This design comes from an exercise in tuning for small area, a short achievable clock period and few clock cycles on the open sky130 flow, not from production work.
Function was checked by simulation only, so behaviour that the tests miss may differ from the original.

Setup of P:
==> module SW, before the edit <==
module SW #(parameter WIDTH_SCORE = 8, parameter WIDTH_POS_REF = 7, parameter WIDTH_POS_QUERY = 6)
       (
           input           clk,
           input           reset,
           input           valid,
           input [1:0]     data_ref,
           input [1:0]     data_query,
           output          finish,
           output [WIDTH_SCORE - 1:0]   max,
           output [WIDTH_POS_REF - 1:0]   pos_ref,
           output [WIDTH_POS_QUERY - 1:0]   pos_query
       );
localparam NQ = 48;
localparam K  = 2;                  
localparam P  = NQ / K;             
localparam D0 = 50 - P;             
localparam DL = D0 + P - 1;         
localparam FIN = DL + 65;           
function integer hw;                
    input integer v;
    integer b;
    begin
        b = 0;
        while ((1 << b) <= v) b = b + 1;
        hw = b;
    end
endfunction
reg [6:0] cnt;                      
reg       run;
reg       fin;
wire      go = valid | run;
always @(posedge clk or posedge reset)
begin
    if (reset) begin
        cnt <= 7'd0;
        run <= 1'b0;
        fin <= 1'b0;
    end
    else begin
        run <= go;
        if (go && cnt != FIN)
            cnt <= cnt + 7'd1;
        fin <= (cnt == FIN - 1);
    end
end
assign finish = fin;
reg [1:0] q_in;
reg [2*D0-1:0] rline;               
always @(posedge clk)
begin
    q_in  <= data_query;
    rline <= {rline[2*D0-3:0], data_ref};
end
reg  [7*NQ-1:0] Hr;                 
reg  [NQ-1:0]   eIr;
reg  [2*NQ-1:0] Qr;
wire [3*NQ-1:0] DWw;                
reg  [7*P-1:0]  Hdiag;              
reg  [3*P-1:0]  DWr;                
reg  [2*P-1:0]  Rr;                 
wire [2*P-1:0]  Rin;                
reg  [7*P-1:0]  Mr;                 
reg  [6*P-1:0]  Jr;                 
reg  [6:0] best;
reg  [6:0] best_r;
reg  [5:0] best_q;
genvar p, c;
generate
for (p = 0; p < P; p = p + 1) begin : pe
    wire clr = (cnt == D0 + p - 1);
    wire ld  = (cnt >= p*K + 1) && (cnt <= p*K + K);
    if (p == 0) begin : r0
        assign Rin[1:0] = rline[2*D0-1:2*D0-2];
    end
    else begin : rn
        assign Rin[2*p+:2] = Rr[2*(p-1)+:2];
    end
    always @(posedge clk) begin
        Rr[2*p+:2] <= Rin[2*p+:2];
        DWr[3*p+:3] <= DWw[3*(p*K+K-1)+:3];
    end
    if (p > 0) begin : hd
        always @(posedge clk)
            Hdiag[7*p+:7] <= Hr[7*(p*K-1)+:7];
    end
    for (c = 0; c < K; c = c + 1) begin : col
        localparam j = p*K + c;
        localparam W = hw(2*(j+1));
        wire [6:0] hup = Hr[7*j+:7];
        wire [6:0] diag;
        wire [2:0] dw;
        if (c == 0) begin : c0
            if (p == 0) begin : p0
                assign diag = 7'd0;
                assign dw   = 3'd2;
            end
            else begin : pn
                assign diag = Hdiag[7*p+:7];
                assign dw   = DWr[3*(p-1)+:3];
            end
        end
        else begin : cn
            assign diag = Hr[7*(j-1)+:7];
            assign dw   = DWw[3*(j-1)+:3];
        end
        wire [2:0] u   = hup[2:0] - diag[2:0] + 3'd2;
        wire [2:0] iu  = u + eIr[j];
        wire       z   = (diag == 7'd0);
        wire       mt  = (Rin[2*p+:2] == Qr[2*j+:2]);
        wire [2:0] e;
        assign e[2] = mt | iu[2] | z;
        assign e[1] = mt | (iu[2] ? iu[1] : ~z);
        assign e[0] = mt ? (&iu) : (iu[2] ? iu[0] : ~z);
        wire [2:0] ea  = mt     ? ((&iu) ? 3'd1 : 3'd6 - u) :
                         iu[2]  ? {2'b00, eIr[j]} :
                         z      ? 3'd4 - u : 3'd3 - u;
        wire [2:0] eb  = 3'd1 - u;               
        wire [6:0] he  = diag + {{5{~e[2]}}, e[1:0]};     
        wire [6:0] hd  = diag + {{5{~dw[2]}}, dw[1:0]};   
        wire       ge  = (dw >= e);
        wire [2:0] r4  = ge ? dw : e;            
        wire [6:0] h   = ge ? hd : he;
        assign DWw[3*j+:3] = ge ? dw + eb : ea;
        always @(posedge clk) begin
            Hr[7*j+:7] <= clr ? 7'd0 : {{(7-W){1'b0}}, h[W-1:0]};
            eIr[j]     <= clr ? 1'b0 : (iu == r4);
            if (ld)
                Qr[2*j+:2] <= (c == K-1) ? q_in : Qr[2*(j+1)+:2];
        end
    end
    wire [7*(K+1)-1:0] mv;
    wire [6*(K+1)-1:0] jv;
    if (p == 0) begin : m0
        assign mv[6:0] = 7'd0;
        assign jv[5:0] = 6'd0;
    end
    else begin : mn
        assign mv[6:0] = Mr[7*(p-1)+:7];
        assign jv[5:0] = Jr[6*(p-1)+:6];
    end
    for (c = 0; c < K; c = c + 1) begin : mc
        wire [6:0] hc = Hr[7*(p*K+c)+:7];
        wire       gt = (hc > mv[7*c+:7]);
        assign mv[7*(c+1)+:7] = gt ? hc : mv[7*c+:7];
        assign jv[6*(c+1)+:6] = gt ? (p*K + c + 1) : jv[6*c+:6];
    end
    if (p < P-1) begin : mreg
        localparam WM = hw(2*(p*K+K));
        always @(posedge clk) begin
            Mr[7*p+:7] <= {{(7-WM){1'b0}}, mv[7*K+:WM]};
            Jr[6*p+:6] <= jv[6*K+:6];
        end
    end
    else begin : mlast
        wire en = (cnt >= DL + 1) && (cnt <= DL + 64);
        always @(posedge clk or posedge reset) begin
            if (reset) begin
                best   <= 7'd0;
                best_r <= 7'd0;
                best_q <= 6'd0;
            end
            else if (en && mv[7*K+:7] > best) begin
                best   <= mv[7*K+:7];
                best_q <= jv[6*K+:6];
                best_r <= cnt - DL;
            end
        end
    end
end
endgenerate
assign max       = {1'b0, best};
assign pos_ref   = best_r;
assign pos_query = best_q;
endmodule
clock: 33.0 ns
lec_check: 0
cap_margin: 20
core_margin: 2
core_utilization: 40
slew_margin: 20
standard.sh (not shown) runs the stock make flow with config.mk's settings and CLKGATE_MAP_FILE= SYNTH_SCRIPT=/design/flow/synth_recipe.tcl, a recipe that flattens the netlist after the stock synthesis.
==> flow/flow/run.sh <==
#!/bin/bash
set -euo pipefail
WORK=$(pwd)
rm -rf "$WORK/scripts_abc"
mkdir -p "$WORK/scripts_abc"
cp -r "$FLOW_HOME/scripts/." "$WORK/scripts_abc/"
cp "$WORK/flow/abc.script" "$WORK/scripts_abc/abc_speed.script"
bash "$WORK/standard.sh" SCRIPTS_DIR="$WORK/scripts_abc" ADDER_MAP_FILE= finish > "$WORK/flow_make.log" 2>&1
==> flow/flow/abc.script <==
strash
&get -n
&fraig -x
&put
scorr
dc2
strash
&get -n
&dch -f
&nf
&put
topo
stime -c
Testbench counts of P, summed over its fixed seeds: cycles 22,264.
Setup changes, P to Q
-- flow/design.v --
<<< P, line 12
       );
localparam NQ = 48;
localparam K  = 2;                  
localparam P  = NQ / K;             
localparam D0 = 50 - P;             
>>> Q, line 12
       );
localparam NQ = 48;
localparam K  = 3;                  
localparam P  = NQ / K;             
localparam D0 = 50 - P;             
==> comparison <==
- Q gives less clock-buffer cell count than P did.
- Fraction of layout instances using a drive strength above 1 (Q over P): decrease, 0.33 points
- Number of sequential cells in the layout, P and Q: smaller value in Q
- Cell count (P / Q): 1.05
- Between Q and P, the utilization does not differ in any meaningful way.
- [compare] base=P new=Q: maximum frequency rose 1.5%, total number of vias went down.
- Of the two values seen for most common cell after layout, fill and taps aside, sky130_fd_sc_hd__nor2_1 was produced by Q and sky130_fd_sc_hd__dfxtp_1 by P.
- Cmp P and Q / first-pass GRT wire length / lower: Q
- Compared with P, Q shows a lower area inside the core boundary.
Testbench counts of Q, summed over its fixed seeds: cycles 22,264.

## port drivers added, routing unchanged
The flow's constraints put no driver on any port. The routed layouts listed below were extracted and timed again, unchanged, in two steps.
Step 1 sets driving cells, clkbuf_16 on the clock port and buf_2 on the other inputs (assumed; they add their load-dependent delay and slew).
Step 2 times the ports against the registers' clock, not the clock port: input delays grow and output delays shrink by t, the midpoint of the rising clock arrivals with the driver on.
Three values: ideal, step 1, step 2; two values: the first two.
run	t, ns	setup slack, ns	worst setup path at the end
P	0.794	24.550 / 24.473 / 24.922	input to register
Q	0.762	24.676 / 24.602 / 24.719	input to register
After both steps every run listed still meets setup and hold.
